Context: an optimization exercise on an open-source flow, tuned for small area, a short achievable clock period and few clock cycles per item. The choices shown serve that exercise and are no tape-out recipe.
Only simulation tests tie the RTL to the original design; equivalence was not proved.

==> flow/design.v (outline; a module is shown in full before it is edited, if it fits) <==
// module accelerator: 1334 lines
module accelerator (
    input  logic clk, rst,
    input  logic signed [31:0] a0,
    input  logic signed [31:0] a1,
    input  logic signed [31:0] a2,
    input  logic signed [31:0] a3,
    input  logic signed [31:0] a4,
    input  logic signed [31:0] a5,
    input  logic signed [31:0] a6,
    input  logic signed [31:0] a7,
    input  logic signed [31:0] b0,
    input  logic signed [31:0] b1,
    input  logic signed [31:0] b2,
    input  logic signed [31:0] b3,
    input  logic signed [31:0] b4,
    input  logic signed [31:0] b5,
    input  logic signed [31:0] b6,
    input  logic signed [31:0] b7,
    input  logic start,
    output logic done,
    output logic signed [63:0] result
);
  // ...
==> flow/run.sh <==
#!/bin/bash
# synth_recipe.tcl (not shown) runs the flow's synth.tcl, then flattens the netlist and writes it again
# the make line also repeats each setting of config.mk as NAME=value (left out here)
make -C /OpenROAD-flow-scripts/flow DESIGN_CONFIG=/design/flow/config.mk WORK_HOME=/design/flow/orfs CLKGATE_MAP_FILE= SYNTH_SCRIPT=/design/flow/synth_recipe.tcl finish
==> flow/config.mk <==
export PLATFORM = sky130hd
export DESIGN_NAME = accelerator
export DESIGN_NICKNAME = accelerator
export VERILOG_FILES = /design/flow/design.v
export SDC_FILE = /design/flow/constraint.sdc
export NUM_CORES = 4
export LEC_CHECK = 0
export CAP_MARGIN = 20
export CORE_MARGIN = 2
export CORE_UTILIZATION = 40
export SLEW_MARGIN = 20
==> flow/constraint.sdc <==
create_clock -name core_clock -period 12.0 [get_ports {clk}]
set_input_delay 2.4000 -clock core_clock [delete_from_list [all_inputs] [get_ports {clk}]]
set_output_delay 2.4000 -clock core_clock [all_outputs]
set_load 0.01 [all_outputs]
==> flow_summary.json, run 1 <==
{
  "setup_ws_ns": 4.94,
  "largest_class": "multi-input gates",
  "ys_ff_latch": 214,
  "grt_setup_unrepaired": "false",
  "period_share_pct": 58.9,
  "setup_viol": 0,
  "drc": 0,
  "ys_warn_count": 1,
  "avgRoutedWirePerCell_um": 31.6,
  "skew_ns": 0.0275,
  "cts_tree": "built",
  "place_congestion": 0.945,
  "worst_pin_slew_ns": 1.23,
  "route.met2.wl_um": 77000,
  "coreArea_um2": 88100,
  "clk_pin_slew_ns": 0.07,
  "arrival_ns": 4.66,
  "synth_area_um2": 35400,
  "ff2ff_setup_slack_ns": 6.82,
  "ys.flop_type": "dfxtp_1",
  "cts_resized": 0,
  "synth_top_family_by_area": "adder cells",
  "status": "finished clean",
  "maxCapViolCount": 0,
  "detail_route.iter0.violations": 4345,
  "post_cts_buffers": 0,
  "met2_usage_pct": 58.6,
  "clockBufferDepth": 3,
  "grt_pass1_vias": 34000,
  "fillers": 8433
}
Testbench counts, summed over its fixed seeds: cycles 9,592, items 960.
==> run 2, diff against run 1 <==
--- a/flow/design.v
+++ b/flow/design.v
@@ -16,35 +16,39 @@
     input  logic signed [31:0] b5,
     input  logic signed [31:0] b6,
     input  logic signed [31:0] b7,
     input  logic start,
     output logic done,
     output logic signed [63:0] result
 );
     logic [3:0] c;
-    logic       run, first, done_reg;
+    logic       run, first, done_reg, fin;
     logic       ld;
-    assign ld = run ? ~c[3] : start & ~done_reg;
+    assign ld = run ? ~c[3] : start & ~done_reg & ~fin;
     always_ff @(posedge clk, posedge rst) begin
         if (rst) begin
             c        <= 4'd0;
             run      <= 1'b0;
             first    <= 1'b0;
             done_reg <= 1'b0;
+            fin      <= 1'b0;
         end else begin
-            first <= ~run & ~done_reg & start;
+            first <= ~run & ~done_reg & ~fin & start;
+            fin   <= 1'b0;
             if (run) begin
                 if (c[3]) begin
-                    run      <= 1'b0;
-                    done_reg <= 1'b1;
-                    c        <= 4'd0;
+                    run <= 1'b0;
+                    c   <= 4'd0;
+                    if (1'b1) fin <= 1'b1; else done_reg <= 1'b1;
                 end else begin
                     c <= c + 4'd1;
                 end
+            end else if (fin) begin
+                done_reg <= 1'b1;
             end else if (done_reg) begin
                 if (!start) done_reg <= 1'b0;
             end else if (start) begin
                 run <= 1'b1;
                 c   <= 4'd1;
             end
         end
     end
@@ -1325,10 +1329,12 @@
   assign t1134 = si[63] ^ t1133 ^ t1130;
     logic [63:0] s_n, c_n;
     assign s_n = {t1134, t1131, t1127, t1122, t1110, t1109, t1101, t1083, t1072, t1060, t1059, t1046, t1018, t1002, t985, t967, t948, t928, t927, t906, t862, t838, t813, t787, t760, t732, t703, t673, t642, t610, t577, t544, t512, t480, t450, t420, t392, t364, t338, t312, t288, t264, t242, t220, t200, t180, t162, t144, t128, t112, t98, t84, t72, t60, t50, t40, t32, t24, t18, t12, t8, t4, t2, t1};
     assign c_n = {t1132, t1128, t1123, t1117, t1116, t1102, t1093, t1092, t1082, t1071, t1047, t1033, t1032, t1017, t1001, t984, t966, t947, t907, t885, t884, t861, t837, t812, t786, t759, t731, t702, t672, t641, t609, t576, t543, t511, t479, t449, t419, t391, t363, t337, t311, t287, t263, t241, t219, t199, t179, t161, t143, t127, t111, t97, t83, t71, t59, t49, t39, t31, t23, t17, t11, t7, t3, 1'b0};
     always_ff @(posedge clk) begin
         S <= s_n;
         C <= c_n;
     end
-    assign result = S + C;
+    logic [63:0] R;
+    always_ff @(posedge clk) R <= S + C;
+    assign result = R;
 endmodule
==> flow/flow/run.sh (new file) <==
#!/bin/bash
set -euo pipefail
MARGIN=7.5
bash standard.sh synth > synth.log 2>&1
bash standard.sh "BUFFER_PORTS_ARGS=-buffer_cell sky130_fd_sc_hd__buf_1" \
    SETUP_SLACK_MARGIN=$MARGIN finish > layout.log 2>&1
==> flow/standard.sh (new file) <==
#!/bin/bash
# synth_recipe.tcl (not shown) runs the flow's synth.tcl, then flattens the netlist and writes it again
# the make line also repeats each setting of config.mk as NAME=value (left out here)
make -C /OpenROAD-flow-scripts/flow DESIGN_CONFIG=/design/flow/config.mk WORK_HOME=/design/flow/orfs CLKGATE_MAP_FILE= SYNTH_SCRIPT=/design/flow/synth_recipe.tcl "${@:-finish}"
removed: flow/run.sh
==> run 2 against run 1 <==
Still clean. Via count rose by 2.3%. Global-route usage fell by 1.3 points. Sequential cell count rose by 65. Sequential share of layout area rose by 3.6 points. Synthesized cell count rose by 1.8%. Critical endpoint is now C[31]$_DFF_P_.
==> flow_summary.json, run 2 <==
{
  "layout-drive-gt1-share_pct": 5.79,
  "ys_ff_latch": 279,
  "start_util_pct": 40.2,
  "nNetsFinal": 5442,
  "cp_max_fo": 93,
  "dp_cells": 5437,
  "skew_ns": 0.0498,
  "ys.flop_type": "dfxtp_1",
  "setup_ws_ns": 7.55,
  "syn_nets": 5106,
  "hold_viol": 0,
  "postRouteAntennaNets": 0,
  "die_area_um2": 94200,
  "detail_route.iter0.violations": 4135,
  "fin_tns_setup_ns": 0,
  "final_cell_mix": "buf_1, inv_1, fa_1",
  "avgRoutedWirePerCell_um": 30.9,
  "hpwl_um": 126000,
  "path_delay_family": "adder cells",
  "worst_pin_slew_ns": 1.12,
  "yosysMostFrequentCell": "fa_1",
  "post-place-ws_ns": 6.99,
  "timing.final.max_slew_violations": 0,
  "wl_um": 171000,
  "grt_max_degree": 94,
  "drc": 0,
  "clk_pin_slew_ns": 0.07,
  "setup_viol": 0,
  "status": "finished clean",
  "startpoint_type": "register",
  "grt_pass1_vias": 34100,
  "synth_common_cells": "fa_1, inv_1, a22oi_1, xnor2_1, clkbuf_1",
  "end_kind": "register",
  "worst_ep_required_time_ns": 12.47,
  "mostFrequentLayoutCell": "buf_1",
  "cts-root-buf": "clkbuf_16",
  "relSlewSlack_pct": 25.0,
  "antenna_found_initial": 21,
  "grt_setup_unrepaired": "true",
  "fin_crit_ns": 4.45,
  "arrival_ns": 4.91,
  "synth_top_area_cell": "fa_1",
  "fillers": 8895,
  "place_congestion": 0.993,
  "worstSetupPathType": "reg2reg",
  "grt_pass1_wl_um": 245000,
  "htreeDepth": 2,
  "netlist_instances": 3966,
  "crit_buf_inv": 4,
  "cts.sinks": 279,
  "holdCritPathClass": "reg2reg",
  "yosysTopAreaCellShare_pct": 30.4,
  "synth_enable_flop_cells": 0,
  "synthArstFlopShare_pct": 2.87,
  "cts_tree": "built",
  "crit_top_cell": "fa_1",
  "grt_usage_pct": 36.0,
  "clock_latency_ns": 0.61,
  "slowest_stage": "fa_1",
  "via_per_inst": 6.00,
  "grt-ovfl-total": 0,
  "ctsHoldBuffers": 0,
  "syn_avg_cell_area_um2": 9.25,
  "cts_buffers": 39,
  "period_share_pct": 37.1,
  "maxCapViolCount": 0,
  "port_buffers": 579,
  "path_cells": "buf_4 > buf_12 > buf_12 > nand2b_4 > fa_1 > fa_1 > fa_2 > fa_1 > fa_1 > inv_1 > fa_1",
  "die_h_um": 307,
  "clockBufferDepth": 3,
  "die_w_um": 307,
  "pin_count": 580,
  "slowest_delay_ns": 0.55,
  "synth_area_leaders": "fa_1, dfxtp_1, a22oi_1",
  "reg.largest.list": "R: 64 flops, S: 64 flops, C: 63 flops",
  "syn_to_final_growth_pct": 12.7,
  "synth_area_um2": 36700,
  "num_vias": 33200,
  "coreArea_um2": 91200,
  "synth_cell_types": 71,
  "rows": 111,
  "drt_first_pass_iters": 10,
  "fmax_mhz": 225,
  "ys_warn_count": 1,
  "stdcell_count": 5538,
  "ys_seq_area_share_pct": 15.3
}
-- run 2: cell types whose count changed after synthesis, moves of 6 or more --
cell	change
dfxtp_1	+64
a21oi_1	-17
o21ai_0	+15
o21ai_1	-10
a22oi_1	+9
buf_2	-9
xor2_1	+9
nor3_1	+8
clkbuf_1	-6
nand2b_1	+6
nand3b_1	+6
xnor2_1	-6
-- run 2: layout make-up --
type / instances / area, µm² / share of cell area [%]
sequential: 279 / 5680 / 13.7
clock buffer: 53 / 1110 / 2.68
clock inverter: 19 / 254 / 0.614
multi-input combinational: 2750 / 27600 / 66.8
tap: 1186 / 1480 / 3.59
antenna: 19 / 47.5 / 0.115
timing repair buffer: 674 / 3060 / 7.40
inverter: 558 / 2100 / 5.09
-- run 2: final timing paths --
kind | depth (start not counted) | end | slack [ns] | start
setup / recovery | 11 | C[31]$_DFF_P_ | 7.55 | first$_DFF_PP0_
min in group asynchronous | 2 | first$_DFF_PP0_ | 1.89 | rst
hold / removal | 0 | R[0]$_DFF_P_ | 0.39 | S[0]$_DFF_P_
max in group asynchronous | 2 | first$_DFF_PP0_ | 9.63 | rst
hold reg to reg | 0 | R[0]$_DFF_P_ | 0.39 | S[0]$_DFF_P_
setup reg to reg | 11 | C[31]$_DFF_P_ | 7.55 | first$_DFF_PP0_
-- run 2: per-layer routing --
| layer | vias to the layer above | wire length, µm | track usage [%] |
|---|---|---|---|
| met3 | 473 | 18300 | 9.55 |
| met5 | - | 57 | 0 |
| met4 | 10 | 13900 | 22.9 |
| met2 | 2258 | 76600 | 56.3 |
| li1 | 14000 | - | - |
| met1 | 16500 | 62200 | 44.0 |
-- run 2: kinds of logic (layout without fill, tap and decap cells) --
kind of cell    count (synthesis)  after routing  synth area share (%)
buf+inv                       937           1304                  9.74
other cells                     0             19                     0
flops                         279            279                  15.3
simple gates                  446            446                  6.31
xor+xnor                      605            605                  14.4
compound gates               1037           1037                  20.4
mux                            37             37                  1.06
fa+ha+maj                     625            625                  32.7
-- run 2: worst register-to-register path, cell delays in order, from the launching register on --
cell and delay [ns]:
dfrtp_4 0.53, buf_4 0.16, buf_12 0.12, buf_12 0.17, nand2b_4 0.31, fa_1 0.50, fa_1 0.54, fa_2 0.41
fa_1 0.51, fa_1 0.55, inv_1 0.06, fa_1 0.46
-- run 2: metrics by stage --
step	instance area, µm²	hold WS, ns	utilization (%)
4_1_cts	41100	0.397	45.0
2_1_floorplan	36700	0.324	-
3_5_place_dp	39600	0.387	43.4
3_3_place_gp	39600	0.396	43.4
5_1_grt	41400	0.400	45.3
6_report	41400	0.385	45.3
-- run 2: what timing repair did --
| action | 4_1_cts | 5_1_grt |
|---|---|---|
| setup buffers | 6 | 4 |
| pin swaps | 0 | 10 |
| endpoints found under the hold margin | 0 | 0 |
| gates cloned | 0 | 0 |
| gates resized for setup | 20 | 52 |
| endpoints found under the setup margin | 51 | 28 |
Testbench counts of run 2, summed over its fixed seeds: cycles 10,552, items 960.

## re-timing with driven ports
No port has a modelled driver above. Below, the same layouts with a new extraction and two added sets of constraints. Step 1 sets driving cells, clkbuf_16 on the clock port and buf_2 on the other inputs (assumed; they add their load-dependent delay and slew). Step 2 moves the port delays by t, midway between the first and last clock arrival at a register: inputs arrive t later, outputs are due t later. That takes back most of the time a late clock gives input paths. Three values: ideal ports, drivers, drivers and shift; two values: the first two.
| run | t, ns | setup slack, ns | worst hold slack (ns) | slew at the worst register clock pin (ns) |
|---|---|---|---|---|
| run 1 | 0.643 | 4.937 / 4.884 / 5.528 | 0.551 / 0.551 / 0.551 | 0.07 / 0.07 |
| run 2 | 0.643 | 7.551 / 7.551 / 7.427 | 0.385 / 0.385 / 0.385 | 0.07 / 0.07 |
After both steps setup and hold are still met in every run listed. For run 2, which loses most, drivers alone change the setup slack by 0.000 ns; drivers and shift together by -0.124 ns.
